Context: an optimization exercise on an open-source flow, tuned for small area and a short achievable clock period. The choices shown serve that exercise and are no tape-out recipe.
RTL that was checked went through simulation tests only; none was proved equivalent to the original.
For runs 3, 6 and 7, only the layout was checked, not whether the RTL still works.
The clock port is modelled as an ideal driver; clocking choices that lean on that would not hold on a real chip.
Power and IR drop assume default switching activity.

==> design.v <==
module Lowpass(input clk, input rst, input en, input [15:0] in, output [15:0] out);
	reg [15:0] ff [31:0];
	reg [15:0] acc;
	reg [4:0]  cnt;
	reg        full;
	wire [15:0] old = full ? ff[31] : 16'b0;
	assign out = en ? {6'b0, acc[15:6]} : 16'b0;
	integer i;
	always @(posedge clk) begin
		if (en) begin
			ff[0] <= in;
			for (i = 1; i < 32; i = i + 1)
				ff[i] <= ff[i-1];
		end
	end
	always @(posedge clk or posedge rst) begin
		if (rst) begin
			acc  <= 16'b0;
			cnt  <= 5'b0;
			full <= 1'b0;
		end else if (en) begin
			acc <= acc + in + ~old + 16'd1;
			cnt <= cnt + 5'd1;
			if (cnt == 5'd31)
				full <= 1'b1;
		end
	end
endmodule
==> flow/run.sh <==
#!/bin/bash
# The standard layout, with a larger setup margin for timing repair, stronger
# port buffers, the en and out pins placed together (flow/pins.tcl), and
# flow/fix_en.tcl run before CTS and after CTS's timing repair (see that
# file); the repair after global routing is skipped so that it keeps that
# structure. make's output goes to flow_make.log; each step's log is under
# orfs/logs.
set -euo pipefail
bash standard.sh SETUP_SLACK_MARGIN=5.65 "BUFFER_PORTS_ARGS=-buffer_cell sky130_fd_sc_hd__buf_2" \
  "PRE_IO_PLACEMENT_TCL=$PWD/flow/pins.tcl" \
  "PRE_CTS_TCL=$PWD/flow/fix_en.tcl" "POST_CTS_TCL=$PWD/flow/fix_en.tcl" SKIP_INCREMENTAL_REPAIR=1 \
  FIX_EN_BUF=sky130_fd_sc_hd__buf_4 FIX_EN_INV=sky130_fd_sc_hd__inv_4 \
  finish > flow_make.log 2>&1
==> flow/fix_en.tcl <==
# Run as ORFS's PRE_CTS_TCL hook, on the placed design before CTS, and again
# as its POST_CTS_TCL hook, after CTS's timing repair.
# en reaches the output through one gate (out = en & sum), but the gates sit
# deep in en's large fanout tree (the enables of all window registers), and
# timing repair then grows that whole tree to speed up the en -> out path.
# Here the gates' en inputs are taken from the en port buffer directly (or
# from one inverter on it, where the gate wants en inverted), and everything
# else the port buffer drove is put behind one new buffer.
set block [ord::get_db_block]
set en_net [[$block findBTerm en] getNet]
set ibuf ""
foreach it [$en_net getITerms] {
  if {[string match input* [[$it getInst] getName]]} { set ibuf [$it getInst] }
}
if {$ibuf eq ""} { puts "fix_en: no port buffer on en"; return }
set root_net [[$ibuf findITerm X] getNet]
puts "fix_en: port buffer [$ibuf getName], net [$root_net getName]"

# a name not yet used in the block
proc fresh {kind base} {
  set block [ord::get_db_block]
  set k 0
  while {[$block find$kind ${base}_$k] ne "NULL"} { incr k }
  return ${base}_$k
}
proc master_of {inst} { return [[$inst getMaster] getName] }
proc is_buf {inst} { return [regexp {__(buf|bufbuf|clkbuf)_[0-9]+$} [master_of $inst]] }
proc is_inv {inst} { return [regexp {__(inv|clkinv)_[0-9]+$} [master_of $inst]] }
proc in_net {inst} {
  foreach it [$inst getITerms] { if {[$it isInputSignal]} { return [$it getNet] } }
  return ""
}
proc out_net {inst} {
  foreach it [$inst getITerms] { if {[$it isOutputSignal]} { return [$it getNet] } }
  return ""
}
proc driver {net} {
  foreach it [$net getITerms] { if {[$it isOutputSignal]} { return [$it getInst] } }
  return ""
}
# parity of inversions from root_net to net through buffers and inverters, or -1
proc parity {net root_net} {
  set par 0
  for {set k 0} {$k < 12} {incr k} {
    if {$net eq $root_net} { return $par }
    set d [driver $net]
    if {$d eq ""} { return -1 }
    if {[is_inv $d]} { set par [expr {1 - $par}] } elseif {![is_buf $d]} { return -1 }
    set net [in_net $d]
    if {$net eq "" || $net eq "NULL"} { return -1 }
  }
  return -1
}

set loc [$ibuf getLocation]
set inv_net ""
set gates {}
set old_drivers {}
foreach bt [$block getBTerms] {
  if {![string match out* [$bt getName]]} continue
  set obuf [driver [$bt getNet]]
  if {$obuf eq "" || ![is_buf $obuf]} continue
  set gate [driver [in_net $obuf]]
  if {$gate eq "" || [is_buf $gate] || [is_inv $gate]} continue
  foreach it [$gate getITerms] {
    if {![$it isInputSignal]} continue
    set n [$it getNet]
    if {$n eq "NULL"} continue
    if {$n eq $root_net} { lappend gates [$gate getName]; continue }
    if {$inv_net ne "" && $n eq $inv_net} { lappend gates [$gate getName]; continue }
    set par [parity $n $root_net]
    if {$par < 0} continue
    lappend old_drivers [driver $n]
    $it disconnect
    if {$par == 0} {
      $it connect $root_net
    } else {
      if {$inv_net eq ""} {
        set inv [odb::dbInst_create $block [[ord::get_db] findMaster $::env(FIX_EN_INV)] [fresh Inst fix_en_inv]]
        set inv_net [odb::dbNet_create $block [fresh Net fix_en_inv_net]]
        [$inv findITerm A] connect $root_net
        [$inv findITerm Y] connect $inv_net
        $inv setLocation [lindex $loc 0] [lindex $loc 1]
        $inv setPlacementStatus PLACED
      }
      $it connect $inv_net
    }
    lappend gates [$gate getName]
  }
}
puts "fix_en: [llength $gates] output gate inputs moved: $gates"

# remove buffers and inverters left without loads (repeatedly, up the tree);
# instances are tracked by name, since a removed one must not be touched
set names [lsort -unique [lmap d $old_drivers {$d getName}]]
set again 1
while {$again} {
  set again 0
  foreach name $names {
    set d [$block findInst $name]
    if {$d eq "NULL" || $d eq ""} continue
    if {![is_buf $d] && ![is_inv $d]} continue
    if {$name eq [$ibuf getName]} continue
    set o [out_net $d]
    if {$o ne "" && $o ne "NULL" && [llength [$o getITerms]] == 1 && [llength [$o getBTerms]] == 0} {
      puts "fix_en: removing unloaded $name"
      set up [driver [in_net $d]]
      foreach it [$d getITerms] { $it disconnect }
      odb::dbInst_destroy $d
      odb::dbNet_destroy $o
      if {$up ne ""} { lappend names [$up getName] }
      set again 1
    }
  }
  set names [lsort -unique $names]
}

# everything else on root_net goes behind one new buffer
set others {}
foreach it [$root_net getITerms] {
  if {[$it isOutputSignal]} continue
  set inst [$it getInst]
  if {[lsearch -exact $gates [$inst getName]] >= 0} continue
  if {$inv_net ne "" && $inst eq $inv} continue
  lappend others $it
}
puts "fix_en: [llength $others] other loads go behind a new buffer"
if {[llength $others] > 1} {
  set b [odb::dbInst_create $block [[ord::get_db] findMaster $::env(FIX_EN_BUF)] [fresh Inst fix_en_buf]]
  set bnet [odb::dbNet_create $block [fresh Net fix_en_net]]
  [$b findITerm A] connect $root_net
  [$b findITerm X] connect $bnet
  foreach it $others { $it disconnect; $it connect $bnet }
  $b setLocation [lindex $loc 0] [lindex $loc 1]
  $b setPlacementStatus PLACED
}
global_connect
estimate_parasitics -placement
repair_design -slew_margin $::env(SLEW_MARGIN) -cap_margin $::env(CAP_MARGIN)
detailed_placement
estimate_parasitics -placement
report_checks -path_delay max -fields {fanout cap slew} -digits 3 -group_path_count 2
==> flow/pins.tcl <==
# Run as ORFS's PRE_IO_PLACEMENT_TCL hook, before place_pins: keep the en pin
# and the pins of out[9:0], which en gates, together on the die's edge, so the
# en -> out wires stay short.
set_io_pin_constraint -group -order -pin_names {out[0] out[1] out[2] out[3] out[4] en out[5] out[6] out[7] out[8] out[9]}
==> standard.sh <==
#!/bin/bash
# synth_recipe.tcl (not shown) runs the flow's synth.tcl, then flattens the netlist and writes it again
# the make line also repeats each setting of config.mk as NAME=value (left out here)
make -C /OpenROAD-flow-scripts/flow DESIGN_CONFIG=/design/flow/config.mk WORK_HOME=/design/flow/orfs CLKGATE_MAP_FILE= SYNTH_SCRIPT=/design/flow/synth_recipe.tcl "${@:-finish}"
==> config.mk <==
export PLATFORM = sky130hd
export DESIGN_NAME = Lowpass
export DESIGN_NICKNAME = Lowpass
export VERILOG_FILES = /design/flow/design.v
export SDC_FILE = /design/flow/constraint.sdc
export NUM_CORES = 4
export LEC_CHECK = 0
export CAP_MARGIN = 20
export CORE_MARGIN = 2
export CORE_UTILIZATION = 70
export CTS_BUF_LIST = sky130_fd_sc_hd__clkbuf_16
export CTS_CLUSTER_DIAMETER = 100
export CTS_CLUSTER_SIZE = 30
export SETUP_SLACK_MARGIN = 5
export SLEW_MARGIN = 20
==> constraint.sdc <==
create_clock -name core_clock -period 10.0 [get_ports {clk}]
set_input_delay 2.0000 -clock core_clock [delete_from_list [all_inputs] [get_ports {clk}]]
set_output_delay 2.0000 -clock core_clock [all_outputs]
set_load 0.01 [all_outputs]
==> notes.md, run 1 <==
Area Growth Syn to Fin 7.343%; grt ovf 0; hold crit path type flop to flop; Flop pwr share between 50% and 60%; Detailed Route WL between 20000 and 25000 µm; post-route cell area between 0.015 and 0.02 mm²; worst-path maximum fanout 5; crit path DAT around 2400 ps; ANT cells 0; FILL cells about 1200; CTS sink count approximately 530; Tcrit/Tclk final between 40 and 50%; library cells used by synthesis 52; Crit. End Element primary output; gr usage total between 10% and 20%; CP Launch Type primary input; Clock transition at path regs 110 ps; WL/cell about 20 µm; Die Area 0.02635 mm²; P_int about 0.0034 W; Final Hold Vio Count 0; part of the Yosys area used for sequential elements between 90% and 100%; height of the chip between 150 and 200 µm; actual slew at the worst max-slew pin between 1000 and 1500 ps; I/O Pins 35; switch share about a quarter; HPWL after DPL 11450 µm; Comb power frac about a fifth; Mapped Area between 0.015 and 0.02 mm²; largest area contributor in the netlist edfxtp_1; port bufs 28; largest net degree at the start of global routing around 220; Crit path required time approximately 8000 ps; Ys Warns 2; CTS tree built; fmax 229.1 MHz; DR iter-0 viols approximately 730; routability congestion estimate approximately 0.81; Reg area between 0.015 and 0.02 mm²; skew final around 31 ps; number of synthesized flops with an enable pin about 500; vias per cell around 5.6; initial antenna violation count 0; drt first pass iters 4; P_leak approximately 6.5 nW; Seq cells post-synth around 530; Mapped Avg Cell Area 23.81 µm²; first-pass GRT wire length 34840 µm; maximum vdd ir drop 219.6 µV; drt drc 0; fin crit period 4364 ps; placed instance area between 0.015 and 0.02 mm²; DIE WIDTH 162.3 µm; count leader, synth edfxtp_1; share of cells above drive strength 1 between 10% and 20%; Synth top cells by count edfxtp_1, nand2_1, dfrtp_1; vias 6334; Synth async-reset ratio between 4 and 5%; Rel. slew slack between 10% and 20%; Cells after Synth 737; Cell Pwr Density between 200 and 250 mW/mm²; post-layout net count between 800 and 900; top cells by area, synth edfxtp_1, dfrtp_1, fa_1; ys flop type edfxtp_1; Max Cap Viol 0; multi-input logic area ~0.0015 mm²; CP Class primary input to primary output; initial core utilization about 70%; Slew Limit Fails 0; clock latency on the worst-skew pair roughly 550 ps; Core Region approximately 0.024 mm²; top-area cell type share of the netlist area 87.60%; net switching power 0.001170 W; row count 57; Antenna Nets Post-Route 0; status finished clean; Fin Setup TNS 0 ps; Setup-failing EPs final 0; clock share of power a little over a fifth; vias in the first global route between 6000 and 7000
[sequential cells by signal, summed over array words and instances, names as in the netlist]
| signal | count |
|---|---|
| cnt | 5 |
| full | 1 |
| acc | 16 |
| ff | 512 |
[critical path: stages]
cell and delay [ps]:
buf_16 110, and2_4 140, buf_6 110
[per-layer routing]
| metal | up-vias | track usage, % | wire length (µm) |
|---|---|---|---|
| met5 | - | 0 | 0 |
| met4 | 0 | 4.706 | 518 |
| met3 | 31 | 2.292 | 882 |
| met2 | 129 | 27.56 | 10700 |
| met1 | 3226 | 27.16 | 10580 |
| li1 | 2948 | - | - |
[power by group through the flow]
stage	sequential, W	combinational (W)	clock [W]
6_report	0.00274	0.000875	0.000974
5_1_grt	0.00276	0.000967	0.00107
3_5_place_dp	0.00278	0.000826	0
3_3_place_gp	0.00278	0.000784	0
2_1_floorplan	0.00273	0.000643	0
[logic make-up (layout without fill, tap and decap cells)]
group / after synthesis / count (layout) / synth area share [%]
AND/OR/NAND/NOR: 69 / 69 / 1.968
adder cells (fa/ha/maj): 33 / 33 / 2.994
AO/OA/AOI/OAI: 48 / 48 / 1.811
buffers and inverters: 22 / 82 / 0.7698
multiplexers: 15 / 15 / 0.9482
XOR/XNOR: 15 / 15 / 0.7485
other: 1 / 6 / 0.02137
flip-flops: 534 / 534 / 90.74
[cell type report, without the clock buffers]
cell class	count	share of cell area (%)
clock inverter	17	0.3918
buffer	1	0.05977
tap	324	2.152
sequential	534	84.53
inverter	10	0.2125
timing repair buffer	33	1.694
multi-input combinational	186	8.169
[metrics by stage]
stage	setup WS (ps)	utilization [%]	total power [W]	std cells	hold slack, ps
floorplan	5580	-	0.003377	742	400.3
global placement	4768	73.92	0.003561	1084	400.8
detailed placement	4618	73.92	0.003607	1084	404.5
global route	5553	77.01	0.004790	1126	421.8
finish	5636	77.01	0.004585	1126	412.5
[cell usage in the layout, fill, tap and decap left out, drive strengths merged, types with 11 or more instances in the layout]
cell	instances
a21oi	17
dfrtp	22
and2	11
buf	34
fa	15
ha	18
mux2	13
nand2	30
inv	26
edfxtp	512
clkbuf	21
[path summary, 6_finish.rpt]
path	cells after the start	end	slack, ps	startpoint
hold / removal	0	ff[11][11]$_DFFE_PP_	410	ff[10][11]$_DFFE_PP_
setup reg to reg	9	acc[12]$_DFFE_PP0P_	6680	full$_DFFE_PP0P_
hold reg to reg	0	ff[11][11]$_DFFE_PP_	410	ff[10][11]$_DFFE_PP_
min in group asynchronous	2	acc[14]$_DFFE_PP0P_	1660	rst
setup / recovery	3	out[6]	5640	en
max in group asynchronous	2	acc[2]$_DFFE_PP0P_	7750	rst
==> inputs of run 2 (changes only) <==
--- a/config.mk
+++ b/config.mk
@@ -8,8 +8,9 @@
 export CAP_MARGIN = 20
 export CORE_MARGIN = 2
-export CORE_UTILIZATION = 70
+export CORE_UTILIZATION = 60
 export CTS_BUF_LIST = sky130_fd_sc_hd__clkbuf_16
-export CTS_CLUSTER_DIAMETER = 100
-export CTS_CLUSTER_SIZE = 30
+export CTS_CLUSTER_DIAMETER = 80
+export CTS_CLUSTER_SIZE = 32
+export PLACE_DENSITY = 0.8
 export SETUP_SLACK_MARGIN = 5
 export SLEW_MARGIN = 20
==> notes.md, run 2 <==
Top Registers ff: 512 flops, acc: 16 flops, cnt: 5 flops; WL/cell 18.54 µm; commonest cells after routing, fill and taps aside edfxtp_1, nand2_1, inv_1, dfrtp_1, clkbuf_16; ys flop type edfxtp_1; Critical Path Max Stage Delay roughly 130 ps; switch share 25.14%; DR iter-0 viols between 600 and 700; top-area cell type share of the netlist area about 90%; Ys Warns 2; crit path DAT between 2000 and 2500 ps; vias roughly 6300; max reg flops 512; count leader, synth edfxtp_1; Mapped Area ~0.018 mm²; Critical Path Slowest Stage Cell and2_4; HPWL after DPL 11700 µm; Core Region between 0.02 and 0.03 mm²; Rel. slew slack between 30% and 40%; commonest non-fill, non-tap cell in the layout edfxtp_1; largest area contributor in the netlist edfxtp_1; hold crit path type flop to flop; Synth top cells by count edfxtp_1, nand2_1, dfrtp_1; clock latency on the worst-skew pair between 500 and 600 ps; skew final around 20 ps; Die Area between 0.03 and 0.04 mm²; P_int roughly 0.0034 W; CP Buf/Inv Count 2; P_leak 6.511 nW; CP delay by family, top buffers and inverters; height of the chip between 150 and 200 µm; post-route cell area roughly 0.019 mm²; net switching power around 0.0011 W; CTS tree built; initial core utilization around three fifths; Area Growth Syn to Fin 7.963%; Crit. End Element primary output; actual slew at the worst max-slew pin 933.3 ps; first-pass GRT wire length 34200 µm; Max Cap Viol 0; top cells by area, synth edfxtp_1, dfrtp_1, fa_1; Comb power frac a little under a fifth; DIE WIDTH approximately 180 µm; ANT cells 0; post-layout net count 840; worst-path maximum fanout 5; fmax 229.5 MHz; Detailed Route WL between 20000 and 25000 µm; row count between 60 and 70; Slew Limit Fails 0; CP Launch Type primary input; Flop pwr share around 60%; part of the Yosys area used for sequential elements 90.74%; initial antenna violation count 0; placed instance area 0.01816 mm²; Cells after Synth 737; drt drc 0; clock share of power 21.1%; fin worst setup slack roughly 5600 ps; FILL cells between 1500 and 2000; I/O Pins 35; Place WS 4699 ps; share of cells above drive strength 1 ~11%; Synth async-reset ratio between 4 and 5%; routability congestion estimate between 0.8 and 0.9; Crit path required time 8000 ps; largest net degree at the start of global routing 110; Antenna Nets Post-Route 0; number of synthesized flops with an enable pin just over 500; Seq cells post-synth 534; Tcrit/Tclk final 43.57%; library cells used by synthesis between 50 and 60; CP Class primary input to primary output; Fin Setup TNS 0 ps; vias in the first global route just over 6000; crit path cell chain buf_16 > and2_4 > buf_6; Clock transition at path regs about 120 ps; Setup-failing EPs final 0; fin crit period about 4400 ps; port bufs 28; maximum vdd ir drop 217.4 µV; vias per cell approximately 5.3; grt ovf 0; status finished clean; CTS sink count around 530; Final Hold Vio Count 0; Largest Register ff; Mapped Avg Cell Area roughly 24 µm²; drt first pass iters 4; Cell Pwr Density ~240 mW/mm²; gr usage total between 10 and 15%
run 2: cell type report, without the clock buffers:
type	count	area [µm²]	area share, %
multi-input combinational	186	1539	8.122
inverter	10	40.04	0.2113
tap	384	480.5	2.536
timing repair buffer	35	362.8	1.915
sequential	534	15930	84.05
clock inverter	15	63.81	0.3368
buffer	1	11.26	0.05943
run 2: layer usage:
metal	track usage, %	up-vias	wire (µm)
met5	0	-	0
met1	23.30	3250	10560
li1	-	2941	-
met3	1.871	29	716
met4	3.299	0	424
met2	22.33	103	10290
run 2: cell families (layout without fill, tap and decap cells):
family	Yosys count	in the layout	share of synthesized area, %
fa+ha+maj	33	33	2.994
simple gates	69	69	1.968
buf+inv	22	82	0.7698
xor+xnor	15	15	0.7485
mux	15	15	0.9482
compound gates	48	48	1.811
other cells	1	6	0.02137
flops	534	534	90.74
run 2: power by group through the flow:
stage | combinational, W | clock [W] | sequential [W]
global placement | 0.000788 | 0 | 0.00278
detailed placement | 0.000823 | 0 | 0.00278
finish | 0.000867 | 0.000960 | 0.00273
floorplan | 0.000643 | 0 | 0.00273
global route | 0.000963 | 0.00106 | 0.00275
run 2: path summary, 6_finish.rpt:
kind,startpoint,depth (start not counted),to,slack [ps]
worst max-delay path,en,3,out[1],5640
worst min register to register,ff[8][8]$_DFFE_PP_,0,ff[9][8]$_DFFE_PP_,410
worst min-delay path,ff[8][8]$_DFFE_PP_,0,ff[9][8]$_DFFE_PP_,410
worst max register to register,full$_DFFE_PP0P_,9,acc[12]$_DFFE_PP0P_,6660
min in group asynchronous,rst,2,acc[14]$_DFFE_PP0P_,1650
max in group asynchronous,rst,2,acc[6]$_DFFE_PP0P_,7770
run 2: through the flow:
stage               utilization, %  power [W]  hold WS, ps  instances
global route                 65.84   0.004780        427.6       1186
detailed placement           63.09   0.003606        404.5       1144
finish                       65.84   0.004560        414.4       1186
global placement             63.09   0.003566        401.6       1144
floorplan                        -   0.003377        400.3        742
run 2: worst register-to-register path: cells and delay by family (launching register included):
family	cells	cell delay [ps]
fa+ha+maj	2	1010
simple gates	2	350
compound gates	5	1040
flops	1	860
==> inputs of run 3 (changes only) <==
--- a/design.v
+++ b/design.v
@@ -4,5 +4,6 @@
 	reg [4:0]  cnt;
 	reg        full;
-	wire [15:0] old = full ? ff[31] : 16'b0;
+	wire [15:0] ina = in & {16{en}};
+	wire [15:0] old = ff[31] & {16{en & full}};
 	assign out = en ? {6'b0, acc[15:6]} : 16'b0;
 	integer i;
@@ -19,9 +20,11 @@
 			cnt  <= 5'b0;
 			full <= 1'b0;
-		end else if (en) begin
-			acc <= acc + in + ~old + 16'd1;
-			cnt <= cnt + 5'd1;
-			if (cnt == 5'd31)
-				full <= 1'b1;
+		end else begin
+			acc <= acc + ina + ~old + 16'd1;
+			if (en) begin
+				cnt <= cnt + 5'd1;
+				if (cnt == 5'd31)
+					full <= 1'b1;
+			end
 		end
 	end
--- a/config.mk
+++ b/config.mk
@@ -10,7 +10,6 @@
 export CORE_UTILIZATION = 60
 export CTS_BUF_LIST = sky130_fd_sc_hd__clkbuf_16
-export CTS_CLUSTER_DIAMETER = 80
-export CTS_CLUSTER_SIZE = 32
-export PLACE_DENSITY = 0.8
+export CTS_CLUSTER_DIAMETER = 100
+export CTS_CLUSTER_SIZE = 30
 export SETUP_SLACK_MARGIN = 5
 export SLEW_MARGIN = 20
==> notes.md, run 3 <==
status finished clean; fin worst setup slack 5598 ps; main combinational cell family by area after synthesis adder cells; crit path cell chain buf_16 > buf_16 > buf_16 > and2_1 > fa_1 > ha_1 > nand2_1 > o31ai_4 > a31oi_4 > or4b_1 > nand4_1; height of the chip between 150 and 200 µm; R2R cell count 9; Detailed Route WL 21690 µm; fin crit period approximately 4400 ps; CTS sink count between 500 and 600; largest net degree at the start of global routing 90; Hold WS between 400 and 500 ps; skew final 17.69 ps; library cells used by synthesis 39; post-synthesis mux area share less than 1%; Adder-Cell Fraction of Synth Area roughly 3%; first-pass GRT wire length around 34000 µm; HPWL after DPL around 11000 µm; drt drc 0; largest area contributor in the netlist edfxtp_1; CP delay by family, top simple AND/OR/NAND/NOR gates; Synth async-reset ratio under 10%; Final Hold Vio Count 0; worst-path maximum fanout a little over 60; top cells by area, synth edfxtp_1, dfrtp_1, fa_1; Crit. End Element flop; Crit path required time ~10000 ps; initial antenna violation count 1; share of cells above drive strength 1 slightly below 10%; count leader, synth edfxtp_1; WL/cell roughly 18 µm; Place WS between 4000 and 5000 ps; max reg flops roughly 500; Critical Path Stages 11; Flop pwr share between 60 and 70%; DIE WIDTH between 150 and 200 µm; Comb power frac between 10% and 20%; P_int ~0.0034 W; Max Cap Viol 0; CP Class primary input to flop; clock latency on the worst-skew pair approximately 540 ps; Area Growth Syn to Fin 8.581%; part of the Yosys area used for sequential elements roughly nine tenths; Slew Limit Fails 0; Fin Setup TNS 0 ps; Mapped Area roughly 0.017 mm²; Critical Path Slowest Stage Cell or4b_1; Antenna Nets Post-Route 0; Cell Pwr Density ~240 mW/mm²; CP Launch Type primary input; ys flop type edfxtp_1; Setup-failing EPs final 0; Core Region 0.02863 mm²; routability congestion estimate about 0.8; crit path DAT about 4900 ps; Post-Synth Simple-Gate Area approximately 2.2%; post-layout net count just over 800; Critical Path Max Stage Delay about 500 ps; FF-to-FF End acc[12]$_DFF_PP0_; ANT cells 0; Synth top cells by count edfxtp_1, nand2_1, and2_1; vias in the first global route just over 6000; fmax between 200 and 250 MHz; commonest cells after routing, fill and taps aside edfxtp_1, nand2_1, inv_1, dfrtp_1, clkbuf_16; vias per cell 5.303; CP Buf/Inv Count 3; number of synthesized flops with an enable pin 512; DR iter-0 viols roughly 560; port bufs 28; FF-to-FF setup slack 7220 ps; worst r2r src full$_DFFE_PP0P_; post-route non-filler standard cell count around 1200; gr usage total 14.42%; vias ~6200; Largest Register ff; CP Capture Point acc[9]$_DFF_PP0_; actual slew at the worst max-slew pin between 1000 and 1500 ps; I/O Pins 35; maximum vdd ir drop around 220 µV; top-area cell type share of the netlist area roughly 88%; CTS tree built; net switching power roughly 0.0011 W; P_leak between 6 and 7 nW; Mapped Avg Cell Area roughly 24 µm²; drt first pass iters 4; hold crit path type flop to flop; Seq cells post-synth between 500 and 600; grt ovf 0; row count 62; Ys Warns 2; Cells after Synth 723; Setup crit start en; Top Registers ff: 512 flops, acc: 16 flops, cnt: 5 flops; clock share of power between 20 and 25%; Core Util, Final between 60% and 70%; Die Area just over 0.03 mm²; Tcrit/Tclk final around 44%; complex-gate fraction of the synthesized area 1.797%; commonest non-fill, non-tap cell in the layout edfxtp_1; switch share about 25%; Crit path top cell by count buf_16; XOR/XNOR Fraction of Synth Area less than 1%; Rel. slew slack between 20% and 30%; initial core utilization between 60% and 70%; Clock transition at path regs between 100 and 150 ps; DP Cell Count 1132
==> run 3: worst min-delay path by stage <==
stage                                   start             endpoint  cells after the start
after floorplan            ff[9][0]$_DFFE_PP_  ff[10][0]$_DFFE_PP_                      0
after global placement    ff[30][2]$_DFFE_PP_  ff[31][2]$_DFFE_PP_                      0
after detailed placement  ff[10][2]$_DFFE_PP_  ff[11][2]$_DFFE_PP_                      0
after global routing      ff[14][0]$_DFFE_PP_  ff[15][0]$_DFFE_PP_                      0
final                     ff[8][11]$_DFFE_PP_  ff[9][11]$_DFFE_PP_                      0
==> run 3: kinds of logic after synthesis <==
kind of cell | after synthesis
AO/OA/AOI/OAI | 43
adder cells (fa/ha/maj) | 33
buffers and inverters | 19
flip-flops | 534
XOR/XNOR | 17
AND/OR/NAND/NOR | 74
other | 1
multiplexers | 2
==> run 3: through the flow <==
step | power [W] | area, µm²
6_report | 0.004473 | 18900
5_1_grt | 0.004702 | 18900
3_5_place_dp | 0.003519 | 18040
3_3_place_gp | 0.003487 | 18040
2_1_floorplan | 0.003306 | 17440
==> run 3: layout make-up, without the clock buffers <==
class | instances | area (µm²)
Sequential cell | 534 | 15930
Fill cell | 1831 | 9721
Multi-Input combinational cell | 175 | 1431
Tap cell | 384 | 480.5
Timing Repair Buffer | 39 | 422.9
Clock inverter | 16 | 65.06
Buffer | 1 | 27.53
Inverter | 7 | 26.28
==> run 3: layer usage <==
layer	part of all wire (%)	track usage (%)
met4	2.5	4.132
met5	0	0
met3	3.2	2.034
met2	44	20.65
met1	50	23.69
==> run 3: power by group through the flow <==
stage / logic [W] / registers (W) / clock network [W]
floorplan: 0.000568 / 0.00274 / 0
global placement: 0.000715 / 0.00277 / 0
detailed placement: 0.000745 / 0.00277 / 0
global route: 0.000865 / 0.00275 / 0.00109
finish: 0.000781 / 0.00272 / 0.000970
==> inputs of run 4 (changes only) <==
--- a/design.v
+++ b/design.v
@@ -4,6 +4,5 @@
 	reg [4:0]  cnt;
 	reg        full;
-	wire [15:0] ina = in & {16{en}};
-	wire [15:0] old = ff[31] & {16{en & full}};
+	wire [15:0] old = full ? ff[31] : 16'b0;
 	assign out = en ? {6'b0, acc[15:6]} : 16'b0;
 	integer i;
@@ -20,11 +19,9 @@
 			cnt  <= 5'b0;
 			full <= 1'b0;
-		end else begin
-			acc <= acc + ina + ~old + 16'd1;
-			if (en) begin
-				cnt <= cnt + 5'd1;
-				if (cnt == 5'd31)
-					full <= 1'b1;
-			end
+		end else if (en) begin
+			acc <= acc + in + ~old + 16'd1;
+			cnt <= cnt + 5'd1;
+			if (cnt == 5'd31)
+				full <= 1'b1;
 		end
 	end
--- a/flow/run.sh
+++ b/flow/run.sh
@@ -7,5 +7,5 @@
 # orfs/logs.
 set -euo pipefail
-bash standard.sh SETUP_SLACK_MARGIN=5.65 "BUFFER_PORTS_ARGS=-buffer_cell sky130_fd_sc_hd__buf_2" \
+bash standard.sh SETUP_SLACK_MARGIN=6 "BUFFER_PORTS_ARGS=-buffer_cell sky130_fd_sc_hd__buf_2" \
   "PRE_IO_PLACEMENT_TCL=$PWD/flow/pins.tcl" \
   "PRE_CTS_TCL=$PWD/flow/fix_en.tcl" "POST_CTS_TCL=$PWD/flow/fix_en.tcl" SKIP_INCREMENTAL_REPAIR=1 \
--- a/flow/fix_en.tcl
+++ b/flow/fix_en.tcl
@@ -136,6 +136,4 @@
 }
 global_connect
-estimate_parasitics -placement
-repair_design -slew_margin $::env(SLEW_MARGIN) -cap_margin $::env(CAP_MARGIN)
 detailed_placement
 estimate_parasitics -placement
==> notes.md, run 4 <==
routability congestion estimate 0.8197; Antenna Nets Post-Route 0; Reg area 0.01593 mm²; Critical Path Stages 3; Rel. slew slack ~27%; grt ovf 0; CP Class primary input to primary output; post-route cell area between 0.015 and 0.02 mm²; FILL cells about 1800; HPWL after DPL 11870 µm; Fin Setup TNS 0 ps; CTS tree built; actual slew at the worst max-slew pin 1089 ps; CP delay by family, top buffers and inverters; Max Cap Viol 0; Post-Synth Simple-Gate Area approximately 2.0%; Synth async-reset ratio between 4 and 5%; CP Launch Type primary input; Adder-Cell Fraction of Synth Area around 3%; crit path DAT 2350 ps; P_leak around 6.5 nW; Tcrit/Tclk final between 40% and 50%; hold_sp ff[11][3]$_DFFE_PP_; ANT cells 0; hold endpoint ff[12][3]$_DFFE_PP_; CP Buf/Inv Count 2; hold crit path type flop to flop; commonest non-fill, non-tap cell in the layout edfxtp_1; status finished clean; Ys Warns 2; Core Region roughly 0.029 mm²; clock latency on the worst-skew pair roughly 550 ps; WL/cell ~18 µm; Mapped Area ~0.018 mm²; XOR/XNOR Fraction of Synth Area less than 1%; DIE WIDTH 175.0 µm; Detailed Route WL ~22000 µm; port bufs 28; vias per cell between 5 and 6; I/O Pins 35; largest area contributor in the netlist edfxtp_1; R2R cell count 9; fin crit period between 4000 and 5000 ps; part of the Yosys area used for sequential elements between 90% and 100%; Setup-failing EPs final 0; Slew Limit Fails 0; top-area cell type share of the netlist area between 80 and 90%; maximum vdd ir drop 150.3 µV; crit path cell chain buf_16 > and2_4 > buf_6; worst-path maximum fanout 5; top cells by area, synth edfxtp_1, dfrtp_1, fa_1; DR iter-0 viols 590; complex-gate fraction of the synthesized area 1.811%; Clock transition at path regs 110 ps; commonest cells after routing, fill and taps aside edfxtp_1, nand2_1, dfrtp_1; FF-to-FF End acc[14]$_DFFE_PP0P_; Crit. End Element primary output; post-layout net count 840; largest net degree at the start of global routing 139; Die Area ~0.031 mm²; ys flop type edfxtp_1; initial antenna violation count 0; worst r2r src full$_DFFE_PP0P_; main combinational cell family by area after synthesis adder cells; library cells used by synthesis 52; Core Util, Final between 60% and 70%; multi-input logic area about 0.0016 mm²; fmax ~230 MHz; Largest Register ff; Top Registers ff: 512 flops, acc: 16 flops, cnt: 5 flops; gr usage total around 14%; height of the chip 175.0 µm; number of synthesized flops with an enable pin just over 500; Seq cells post-synth 534; drt drc 0; Critical Path Slowest Stage Cell and2_4; Cells after Synth 737; hold depth 0; vias 6357; Final Hold Vio Count 0; initial core utilization roughly 61%; first-pass GRT wire length between 30000 and 40000 µm; placed instance area between 0.015 and 0.02 mm²; FF-to-FF setup slack between 6000 and 7000 ps; max reg flops 512; Synth top cells by count edfxtp_1, nand2_1, dfrtp_1; share of cells above drive strength 1 a little under an eighth; Area Growth Syn to Fin 7.842%; Cell Pwr Density roughly 240 mW/mm²; count leader, synth edfxtp_1; vias in the first global route about 6100; Crit path required time 8000 ps; Setup crit start en; Critical Path Max Stage Delay about 130 ps; CTS sink count roughly 530; Mapped Avg Cell Area 23.81 µm²; drt first pass iters 4; post-synthesis mux area share less than 1%; skew final around 17 ps; row count a little over 60
[run 4: cell type report, without the clock buffers]
class / instances / share of cell area [%]
multi-input cells: 186 / 8.277
repair buffers: 34 / 1.554
clock inverters: 17 / 0.3900
inverters: 10 / 0.2248
well taps: 384 / 2.539
plain buffers: 1 / 0.09916
flip-flops and latches: 534 / 84.14
[run 4: cell families after synthesis]
logic type | after synthesis
AOI/OAI and AO/OA | 48
xor gates and xnor gates | 15
adders and majority gates | 33
buffers and inverters | 22
DFF | 534
muxes | 15
other | 1
and+or+nand+nor | 69
[run 4: metal layers]
layer / share of wire (%) / GRT usage [%] / vias up
met3: 3.5 / 2.045 / 27
met5: 0 / 0 / -
met4: 2.8 / 4.236 / 0
li1: - / - / 2953
met2: 42 / 19.78 / 112
met1: 52 / 24.44 / 3265
[run 4: per-stage QoR]
step | instances | power [W] | hold WS (ps) | setup WS (ps)
floorplan | 742 | 0.003384 | 400.3 | 5580
global placement | 1146 | 0.003576 | 401.0 | 4811
detailed placement | 1146 | 0.003604 | 404.5 | 4729
global route | 1187 | 0.004794 | 425.1 | 5548
finish | 1187 | 0.004545 | 412.6 | 5646
[run 4: where the power goes]
| part | switching [W] | internal [W] | total [W] |
|---|---|---|---|
| combinational | 0.000462 | 0.000383 | 0.000845 |
| sequential | 0.0000926 | 0.00264 | 0.00273 |
| clock | 0.000578 | 0.000391 | 0.000969 |
[run 4: how the worst max path moves through the flow]
| stage | endpoint | slack, ps |
|---|---|---|
| finish | out[3] | 5650 |
| global route | acc[4]$_DFFE_PP0P_ | 5550 |
| detailed placement | out[9] | 4730 |
| global placement | out[9] | 4810 |
| floorplan | out[2] | 5580 |
[run 4: worst reg2reg max path, cell delays in order, from the launching register on]
cell     delay, ps
dfrtp_1        740
nand2_1        170
fa_1           560
fa_2           370
a21o_1         180
a21oi_2        190
o21a_2         210
nor3_2          70
o31a_1         310
o31ai_1        250
==> inputs of run 5 (changes only) <==
--- a/config.mk
+++ b/config.mk
@@ -9,5 +9,5 @@
 export CORE_MARGIN = 2
 export CORE_UTILIZATION = 60
-export CTS_BUF_LIST = sky130_fd_sc_hd__clkbuf_16
+export CTS_BUF_LIST = sky130_fd_sc_hd__clkbuf_8 sky130_fd_sc_hd__clkbuf_16
 export CTS_CLUSTER_DIAMETER = 100
 export CTS_CLUSTER_SIZE = 30
==> notes.md, run 5 <==
status finished clean; Fin Setup TNS 0 ps; worst-path maximum fanout 5; first-pass GRT wire length around 34000 µm; ANT cells 0; Area Growth Syn to Fin 7.842%; CP Class primary input to primary output; Synth async-reset ratio around 4.1%; Detailed Route WL around 22000 µm; CTS sink count approximately 530; uppermost routed layer met4; max reg flops 512; CP delay by family, top buffers and inverters; top cells by area, synth edfxtp_1, dfrtp_1, fa_1; Tcrit/Tclk final 43.54%; ys flop type edfxtp_1; I/O Pins 35; CP Launch Type primary input; largest net degree at the start of global routing ~140; Mapped Area 0.01755 mm²; height of the chip roughly 180 µm; count leader, synth edfxtp_1; DR iter-0 viols between 500 and 600; largest area contributor in the netlist edfxtp_1; vias per cell approximately 5.4; hold crit path type flop to flop; M1 WL ~11000 µm; fmax 229.7 MHz; Slew Limit Fails 0; drt first pass iters 4; initial antenna violation count 0; Critical Path Slowest Stage Cell and2_4; WL met3 approximately 750 µm; part of the Yosys area used for sequential elements around nine tenths; Final Hold Vio Count 0; port bufs 28; drt drc 0; Top Registers ff: 512 flops, acc: 16 flops, cnt: 5 flops; initial core utilization 60.98%; Largest Register ff; skew final around 17 ps; share of cells above drive strength 1 a little under an eighth; Setup-failing EPs final 0; CTS tree built; Clock transition at path regs 110 ps; crit path DAT 2350 ps; fin crit period ~4400 ps; gr usage total about 14%; Crit path required time 8000 ps; Seq cells post-synth approximately 530; actual slew at the worst max-slew pin 1089 ps; DIE WIDTH between 150 and 200 µm; grt ovf 0; Mapped Avg Cell Area 23.81 µm²; Max Cap Viol 0; HPWL after DPL 11870 µm; Rel. slew slack 27.43%; vias in the first global route between 6000 and 7000; number of synthesized flops with an enable pin slightly above 500; commonest cells after routing, fill and taps aside edfxtp_1, nand2_1, dfrtp_1; row count 62; routability congestion estimate 0.8197; Die Area 0.03064 mm²; Synth top cells by count edfxtp_1, nand2_1, dfrtp_1; Cell Pwr Density about 240 mW/mm²; post-layout net count 840; total power 0.004545 W; top-area cell type share of the netlist area between 80% and 90%; vias between 6000 and 7000; library cells used by synthesis 52; P_leak approximately 6.5 nW; met2 WL ~9000 µm; Core Region approximately 0.029 mm²; Antenna Nets Post-Route 0; Cells after Synth 737; maximum vdd ir drop about 150 µV; WL/cell 18.16 µm; clock latency on the worst-skew pair 550 ps; CP Buf/Inv Count 2; crit path cell chain buf_16 > and2_4 > buf_6; Ys Warns 2; Crit. End Element primary output; commonest non-fill, non-tap cell in the layout edfxtp_1; Critical Path Max Stage Delay approximately 130 ps
run 5: cell counts after synthesis:
Identical to the previous run, type by type.
run 5: area by class of cell, without the clock buffers:
cell class	instances	area, µm²
repair buffers	34	294.0
multi-input cells	186	1567
flip-flops and latches	534	15930
fillers	1839	9853
plain buffers	1	18.77
well taps	384	480.5
inverters	10	42.54
clock inverters	17	73.82
run 5: metrics by stage:
stage	area, µm²	hold WS, ps	utilization (%)	worst slack [ps]	std cells
2_1_floorplan	17650	400.3	-	5580	742
3_3_place_gp	18200	401.0	63.22	4811	1146
5_1_grt	18930	425.1	65.76	5548	1187
6_report	18930	412.6	65.76	5646	1187
3_5_place_dp	18200	404.5	63.22	4729	1146
run 5: cells by family after synthesis:
kind of cell | Yosys count | share of synthesized area (%)
other cells | 1 | 0.02137
mux | 15 | 0.9482
flops | 534 | 90.74
xor+xnor | 15 | 0.7485
fa+ha+maj | 33 | 2.994
compound gates | 48 | 1.811
simple gates | 69 | 1.968
buf+inv | 22 | 0.7698
run 5: report_power, final:
group	internal [W]	switching (W)	total, W	leakage, nW
logic	0.000383	0.000462	0.000845	0.870
clock network	0.000391	0.000578	0.000969	0.347
registers	0.00264	0.0000926	0.00273	5.27
total	0.00341	0.00113	0.00454	6.49
run 5: layer usage:
layer | vias to the layer above | global-route usage, %
met1 | 3265 | 24.44
met5 | - | 0
met2 | 112 | 19.78
met3 | 27 | 2.045
met4 | 0 | 4.236
li1 | 2953 | -
run 5: worst paths after layout:
| check | startpoint | end | slack (ps) | cells after the start |
|---|---|---|---|---|
| worst max-delay path | en | out[3] | 5650 | 3 |
| worst min-delay path | ff[11][3]$_DFFE_PP_ | ff[12][3]$_DFFE_PP_ | 410 | 0 |
| worst max register to register | full$_DFFE_PP0P_ | acc[14]$_DFFE_PP0P_ | 6840 | 9 |
| worst min register to register | ff[11][3]$_DFFE_PP_ | ff[12][3]$_DFFE_PP_ | 410 | 0 |
| max in group asynchronous | rst | acc[11]$_DFFE_PP0P_ | 7750 | 2 |
| min in group asynchronous | rst | cnt[3]$_DFFE_PP0P_ | 1660 | 2 |
==> inputs of run 6 (changes only) <==
--- a/design.v
+++ b/design.v
@@ -5,4 +5,50 @@
 	reg        full;
 	wire [15:0] old = full ? ff[31] : 16'b0;
+	wire [15:0] nold = ~old;
+	wire [15:0] csa_s = acc ^ in ^ nold;
+	wire [15:0] csa_c = (acc & in) | (acc & nold) | (in & nold);
+	wire [15:0] pa = csa_s;
+	wire [15:0] pb = {csa_c[14:0], 1'b1};
+	wire [15:0] g0 = pa & pb;
+	wire [15:0] p0 = pa ^ pb;
+	wire gg1 = g0[1] | (p0[1] & g0[0]);
+	wire gg2 = g0[3] | (p0[3] & g0[2]);
+	wire pp2 = p0[3] & p0[2];
+	wire gg3 = g0[5] | (p0[5] & g0[4]);
+	wire pp3 = p0[5] & p0[4];
+	wire gg4 = g0[7] | (p0[7] & g0[6]);
+	wire pp4 = p0[7] & p0[6];
+	wire gg5 = g0[9] | (p0[9] & g0[8]);
+	wire pp5 = p0[9] & p0[8];
+	wire gg6 = g0[11] | (p0[11] & g0[10]);
+	wire pp6 = p0[11] & p0[10];
+	wire gg7 = g0[13] | (p0[13] & g0[12]);
+	wire pp7 = p0[13] & p0[12];
+	wire gg8 = g0[15] | (p0[15] & g0[14]);
+	wire pp8 = p0[15] & p0[14];
+	wire gg9 = gg2 | (pp2 & gg1);
+	wire gg10 = gg4 | (pp4 & gg3);
+	wire pp10 = pp4 & pp3;
+	wire gg11 = gg6 | (pp6 & gg5);
+	wire pp11 = pp6 & pp5;
+	wire gg12 = gg8 | (pp8 & gg7);
+	wire pp12 = pp8 & pp7;
+	wire gg13 = gg10 | (pp10 & gg9);
+	wire gg14 = gg12 | (pp12 & gg11);
+	wire pp14 = pp12 & pp11;
+	wire gg15 = gg14 | (pp14 & gg13);
+	wire gg16 = gg11 | (pp11 & gg13);
+	wire gg17 = gg3 | (pp3 & gg9);
+	wire gg18 = gg5 | (pp5 & gg13);
+	wire gg19 = gg7 | (pp7 & gg16);
+	wire gg20 = g0[2] | (p0[2] & gg1);
+	wire gg21 = g0[4] | (p0[4] & gg9);
+	wire gg22 = g0[6] | (p0[6] & gg17);
+	wire gg23 = g0[8] | (p0[8] & gg13);
+	wire gg24 = g0[10] | (p0[10] & gg18);
+	wire gg25 = g0[12] | (p0[12] & gg16);
+	wire gg26 = g0[14] | (p0[14] & gg19);
+	wire [15:0] cy = {gg26, gg19, gg25, gg16, gg24, gg18, gg23, gg13, gg22, gg17, gg21, gg9, gg20, gg1, g0[0], 1'b0};
+	wire [15:0] rsum = p0 ^ cy;
 	assign out = en ? {6'b0, acc[15:6]} : 16'b0;
 	integer i;
@@ -20,5 +66,5 @@
 			full <= 1'b0;
 		end else if (en) begin
-			acc <= acc + in + ~old + 16'd1;
+			acc <= rsum;
 			cnt <= cnt + 5'd1;
 			if (cnt == 5'd31)
--- a/flow/run.sh
+++ b/flow/run.sh
@@ -7,5 +7,5 @@
 # orfs/logs.
 set -euo pipefail
-bash standard.sh SETUP_SLACK_MARGIN=6 "BUFFER_PORTS_ARGS=-buffer_cell sky130_fd_sc_hd__buf_2" \
+bash standard.sh SETUP_SLACK_MARGIN=5.65 "BUFFER_PORTS_ARGS=-buffer_cell sky130_fd_sc_hd__buf_2" \
   "PRE_IO_PLACEMENT_TCL=$PWD/flow/pins.tcl" \
   "PRE_CTS_TCL=$PWD/flow/fix_en.tcl" "POST_CTS_TCL=$PWD/flow/fix_en.tcl" SKIP_INCREMENTAL_REPAIR=1 \
--- a/config.mk
+++ b/config.mk
@@ -9,5 +9,5 @@
 export CORE_MARGIN = 2
 export CORE_UTILIZATION = 60
-export CTS_BUF_LIST = sky130_fd_sc_hd__clkbuf_8 sky130_fd_sc_hd__clkbuf_16
+export CTS_BUF_LIST = sky130_fd_sc_hd__clkbuf_16
 export CTS_CLUSTER_DIAMETER = 100
 export CTS_CLUSTER_SIZE = 30
==> notes.md, run 6 <==
status finished with violations; layout check failures capacitance limit, slew limit; Max Cap Viol 1; post-layout net count approximately 850; Cell Pwr Density approximately 230 mW/mm²; clock latency on the worst-skew pair ~540 ps; routability congestion estimate 0.7190; top cells by area, synth edfxtp_1, dfrtp_1, fa_1; Seq cells post-synth approximately 530; Tcrit/Tclk final between 40% and 50%; Cells after Synth ~740; initial antenna violation count 0; row count 62; gr usage total around 14%; Crit path required time approximately 10000 ps; ANT cells 0; library cells used by synthesis 25; max reg flops 512; CP Launch Type primary input; post-route non-filler standard cell count 1190; CP Class primary input to flop; Crit path top cell by count inv_1; vias in the first global route around 5900; DIE WIDTH 174.6 µm; DR iter-0 viols ~520; fin crit period 4365 ps; main combinational cell family by area after synthesis adder cells; Synth top cells by count edfxtp_1, inv_1, and2_1; P_leak approximately 6.7 nW; fmax 229.1 MHz; crit path cell chain buf_2 > inv_1 > fa_1 > inv_1 > ha_1 > o21a_1 > o211ai_1 > a211o_1 > a32oi_1 > fa_2 > xor2_1 > xnor3_1 > nand2_1 > xnor2_1; XOR/XNOR Fraction of Synth Area less than 1%; Clock transition at path regs 110 ps; grt ovf 0; number of synthesized flops with an enable pin roughly 510; part of the Yosys area used for sequential elements between 90 and 100%; Core Region between 0.02 and 0.03 mm²; CTS sink count between 500 and 600; top-area cell type share of the netlist area between 80% and 90%; drt drc 0; CTS tree built; post-synthesis mux area share less than 1%; Critical Path Slowest Stage Cell fa_1; Mapped Avg Cell Area 23.49 µm²; initial core utilization between 60 and 70%; Largest Register ff; Critical Path Max Stage Delay between 500 and 600 ps; largest net degree at the start of global routing about 240; maximum vdd ir drop ~200 µV; largest area contributor in the netlist edfxtp_1; vias slightly above 6000; Fin Setup TNS 0 ps; Area Growth Syn to Fin 7.949%; commonest non-fill, non-tap cell in the layout edfxtp_1; Adder-Cell Fraction of Synth Area ~3.6%; share of cells above drive strength 1 ~9.7%; CP delay by family, top adder cells; Synth async-reset ratio under 10%; WL/cell 16.98 µm; ys flop type edfxtp_1; I/O Pins 35; Rel. slew slack -8.109%; port bufs 28; HPWL after DPL 10370 µm; Post-Synth Simple-Gate Area roughly 1.5%; commonest cells after routing, fill and taps aside edfxtp_1, inv_1, dfrtp_1; actual slew at the worst max-slew pin 1622 ps; Slew Limit Fails around 140; FILL cells approximately 1900; skew final about 20 ps; DP Cell Count 1151; Top Registers ff: 512 flops, acc: 16 flops, cnt: 5 flops; drt first pass iters 6; first-pass GRT wire length 32640 µm; count leader, synth edfxtp_1; worst-path maximum fanout 4; hold crit path type flop to flop; Detailed Route WL roughly 20000 µm; Ys Warns 2; Mapped Area 0.01746 mm²; Antenna Nets Post-Route 0; Die Area ~0.03 mm²; Crit. End Element flop; crit path DAT between 4000 and 5000 ps; Final Hold Vio Count 0; CP Buf/Inv Count 3; vias per cell ~5.1; complex-gate fraction of the synthesized area 1.118%; Setup-failing EPs final 0; height of the chip 174.6 µm
-- run 6: cell count changes after synthesis, sizes merged, moves of 4 or more --
cell | before | now
nand2 | 30 | 15
buf | 10 | 6
inv | 9 | 62
mux2 | 13 | 2
a21oi | 17 | 11
and2 | 11 | 25
fa | 15 | 23
o21bai | 4 | 0
ha | 18 | 14
-- run 6: kinds of logic after synthesis --
group / Yosys count
XOR/XNOR: 12
adder cells (fa/ha/maj): 37
AND/OR/NAND/NOR: 50
AO/OA/AOI/OAI: 33
multiplexers: 2
flip-flops: 534
buffers and inverters: 74
other: 1
-- run 6: worst paths after layout --
kind | start | end | slack [ps] | cells after the start
setup / recovery | in[7] | acc[15]$_DFFE_PP0P_ | 5640 | 14
hold / removal | ff[30][7]$_DFFE_PP_ | ff[31][7]$_DFFE_PP_ | 410 | 0
setup reg to reg | full$_DFFE_PP0P_ | acc[15]$_DFFE_PP0P_ | 6310 | 13
hold reg to reg | ff[30][7]$_DFFE_PP_ | ff[31][7]$_DFFE_PP_ | 410 | 0
max in group asynchronous | rst | cnt[0]$_DFFE_PP0P_ | 7690 | 2
min in group asynchronous | rst | acc[0]$_DFFE_PP0P_ | 1690 | 2
-- run 6: metal layers --
layer	GRT usage [%]	up-vias	part of all wire (%)
li1	-	2847	-
met5	0	-	0
met4	3.021	0	1.6
met3	2.154	27	2.9
met2	19.53	59	45
met1	22.80	3151	51
-- run 6: cell type report, without the clock buffers --
type / instances / area (µm²) / area share, %
Sequential cell: 534 / 15930 / 84.51
Multi-Input combinational cell: 140 / 1321 / 7.012
Tap cell: 384 / 480.5 / 2.550
Timing Repair Buffer: 32 / 274.0 / 1.454
Inverter: 62 / 245.2 / 1.301
Clock inverter: 16 / 65.06 / 0.3453
Buffer: 1 / 7.507 / 0.03984
-- run 6: power by group --
| part | switching [W] | internal, W |
|---|---|---|
| sequential | 0.0000736 | 0.00264 |
| clock | 0.000578 | 0.000389 |
| combinational | 0.000367 | 0.000315 |
-- run 6: stage by stage --
stage	power [W]	instance area (µm²)	worst slack [ps]	utilization [%]	hold WS [ps]
after floorplan	0.003229	17580	5482	-	400.3
after global placement	0.003402	18140	4912	63.21	402.4
after detailed placement	0.003435	18140	4820	63.21	404.5
after global routing	0.004618	18840	5430	65.65	422.3
final	0.004361	18840	5635	65.65	411.4
==> inputs of run 7 (changes only) <==
--- a/flow/fix_en.tcl
+++ b/flow/fix_en.tcl
@@ -136,4 +136,6 @@
 }
 global_connect
+estimate_parasitics -placement
+repair_design -slew_margin $::env(SLEW_MARGIN) -cap_margin $::env(CAP_MARGIN)
 detailed_placement
 estimate_parasitics -placement
==> notes.md, run 7 <==
status finished clean; Core Region 0.02870 mm²; library cells used by synthesis 25; Ys Warns 2; grt met3 use under 10%; Max Cap Viol 0; Crit path required time around 8000 ps; Crit. End Element primary output; Rel. slew slack around 16%; initial antenna violation count 0; Clock transition at path regs 110 ps; Final Hold Vio Count 0; commonest cells after routing, fill and taps aside edfxtp_1, inv_1, dfrtp_1, buf_2; initial core utilization approximately three fifths; hold depth 0; ys flop type edfxtp_1; part of the Yosys area used for sequential elements approximately nine tenths; Critical Path Max Stage Delay around 140 ps; Tcrit/Tclk final a little over two fifths; share of cells above drive strength 1 approximately a tenth; CP Class primary input to primary output; Cells after Synth 743; height of the chip approximately 170 µm; hold_sp ff[30][7]$_DFFE_PP_; row count 62; Largest Register ff; HPWL after DPL 10370 µm; fin worst setup slack approximately 5600 ps; maximum vdd ir drop approximately 200 µV; largest area contributor in the netlist edfxtp_1; commonest non-fill, non-tap cell in the layout edfxtp_1; FF-to-FF setup slack about 6300 ps; grt ovf 0; Area Growth Syn to Fin 7.985%; fmax approximately 230 MHz; Detailed Route WL 20230 µm; port bufs 28; vias in the first global route 5927; hold crit path type flop to flop; Most Crowded Layer GR met1; CTS tree built; vias per cell about 5; first-pass GRT wire length between 30000 and 40000 µm; ANT cells 0; FF-to-FF End acc[15]$_DFFE_PP0P_; Critical Path Slowest Stage Cell buf_2; R2R cell count 13; Slew Limit Fails 0; routability congestion estimate 0.7190; met1 usage between 20 and 25%; CP Launch Type primary input; Antenna Nets Post-Route 0; skew final approximately 21 ps; crit path DAT around 2400 ps; DR iter-0 viols roughly 540; worst-path maximum fanout 6; crit path cell chain buf_12 > and2_1 > buf_2; worst r2r src full$_DFFE_PP0P_; clock latency on the worst-skew pair around 540 ps; Setup-failing EPs final 0; Top Registers ff: 512 flops, acc: 16 flops, cnt: 5 flops; drt first pass iters 4; global routing usage on met2 around 19%; Seq cells post-synth 534; drt drc 0; max reg flops 512; top-area cell type share of the netlist area approximately nine tenths; Mapped Avg Cell Area 23.49 µm²; vias 6096; FILL cells 1910; I/O Pins 35; top cells by area, synth edfxtp_1, dfrtp_1, fa_1; Synth top cells by count edfxtp_1, inv_1, and2_1; P_leak between 6 and 7 nW; Fin Setup TNS 0 ps; number of synthesized flops with an enable pin a little over 500; WL/cell ~17 µm; CTS sink count 534; Cell Pwr Density around 230 mW/mm²; Mapped Area 0.01746 mm²; post-layout net count 850; hold endpoint ff[31][7]$_DFFE_PP_; fin crit period between 4000 and 5000 ps; DIE WIDTH between 150 and 200 µm; actual slew at the worst max-slew pin 1265 ps; count leader, synth edfxtp_1; Synth async-reset ratio 4.120%; Die Area 0.03047 mm²; gr usage total a little over an eighth; Place WS between 4000 and 5000 ps; largest net degree at the start of global routing ~240
-- run 7: final cells by class, without the clock buffers --
class                           count  area (µm²)  share of cell area (%)
Tap cell                          384       480.5                   2.549
Buffer                              1       13.76                 0.07301
Clock inverter                     16       65.06                  0.3451
Inverter                           62       245.2                   1.301
Timing Repair Buffer               34       284.0                   1.507
Sequential cell                   534       15930                   84.48
Multi-Input combinational cell    140        1311                   6.956
-- run 7: cell families after synthesis --
group                      count (synthesis)  share of synthesized area (%)
DFF                                      534                          91.23
buffers and inverters                     74                          1.720
and+or+nand+nor                           50                          1.462
adders and majority gates                 37                          3.641
AOI/OAI and AO/OA                         33                          1.118
xor gates and xnor gates                  12                         0.6809
muxes                                      2                         0.1290
other                                      1                        0.02148
-- run 7: layer usage --
metal / wire length [µm] / share of wire (%)
met5: 0 / 0
met4: 326 / 1.6
met3: 577 / 2.9
met2: 8973 / 44
met1: 10350 / 51
-- run 7: how the worst max path moves through the flow --
stage           from  slack [ps]                  end  depth (start not counted)
3_5_place_dp      en        4820               out[1]                          3
5_1_grt        in[7]        5490  acc[15]$_DFFE_PP0P_                         14
3_3_place_gp      en        4910               out[1]                          3
2_1_floorplan  in[1]        5480  acc[15]$_DFFE_PP0P_                         13
6_report          en        5630               out[7]                          3
-- run 7: power breakdown --
| group | leakage [nW] | internal (W) | switching (W) |
|---|---|---|---|
| logic | 1.05 | 0.000308 | 0.000366 |
| registers | 5.27 | 0.00264 | 0.0000739 |
| clock network | 0.343 | 0.000389 | 0.000579 |
-- run 7: critical path: cells and delay by family --
| kind | cells | cell delay, ps |
|---|---|---|
| buf+inv | 2 | 240 |
| simple gates | 1 | 120 |
-- run 7: per-stage QoR --
step           instance area, µm²  utilization, %  total power, W  std cells  hold slack (ps)
6_report                    18850           65.68        0.004353       1192            412.3
5_1_grt                     18850           65.68        0.004608       1192            422.3
2_1_floorplan               17580               -        0.003229        748            400.3
3_3_place_gp                18140           63.21        0.003402       1151            402.4
3_5_place_dp                18140           63.21        0.003435       1151            404.5

## what the ideal ports hide
Ports are ideal in the flow. The routed layouts listed here were re-timed in OpenROAD. Step 1 (the two cells are an assumption about what drives the block):
set clk [get_ports {clk}]
set_driving_cell -lib_cell sky130_fd_sc_hd__clkbuf_16 $clk
set_driving_cell -lib_cell sky130_fd_sc_hd__buf_2 [delete_from_list [all_inputs] $clk]
Step 2 also shifts input and output timing later by t, the mid clock arrival at the registers, as if the neighbouring blocks saw the same clock. a / b / c = no drivers / after step 1 / after step 2; a / b = the first two.
run	shift t [ns]	setup slack, ns	hold WS [ns]	worst slew at a driven data input, ns	pins driven straight from the clock port
run 1	0.581	5.636 / 5.528 / 5.086	0.412 / 0.412 / 0.412	0.14	1
run 2	0.576	5.643 / 5.532 / 5.118	0.414 / 0.414 / 0.414	0.13	1
run 3	0.581	5.598 / 5.503 / 4.923	0.422 / 0.422 / 0.422	0.14	1
run 4	0.589	5.646 / 5.541 / 5.055	0.413 / 0.413 / 0.413	0.14	1
run 5	0.589	5.646 / 5.541 / 5.055	0.413 / 0.413 / 0.413	0.14	1
run 6	0.577	5.635 / 5.534 / 5.013	0.411 / 0.411 / 0.411	0.14	1
run 7	0.577	5.631 / 5.541 / 5.099	0.412 / 0.412 / 0.412	0.14	1
For run 3, which loses most, drivers alone change the setup slack by -0.095 ns; drivers and shift together by -0.675 ns.
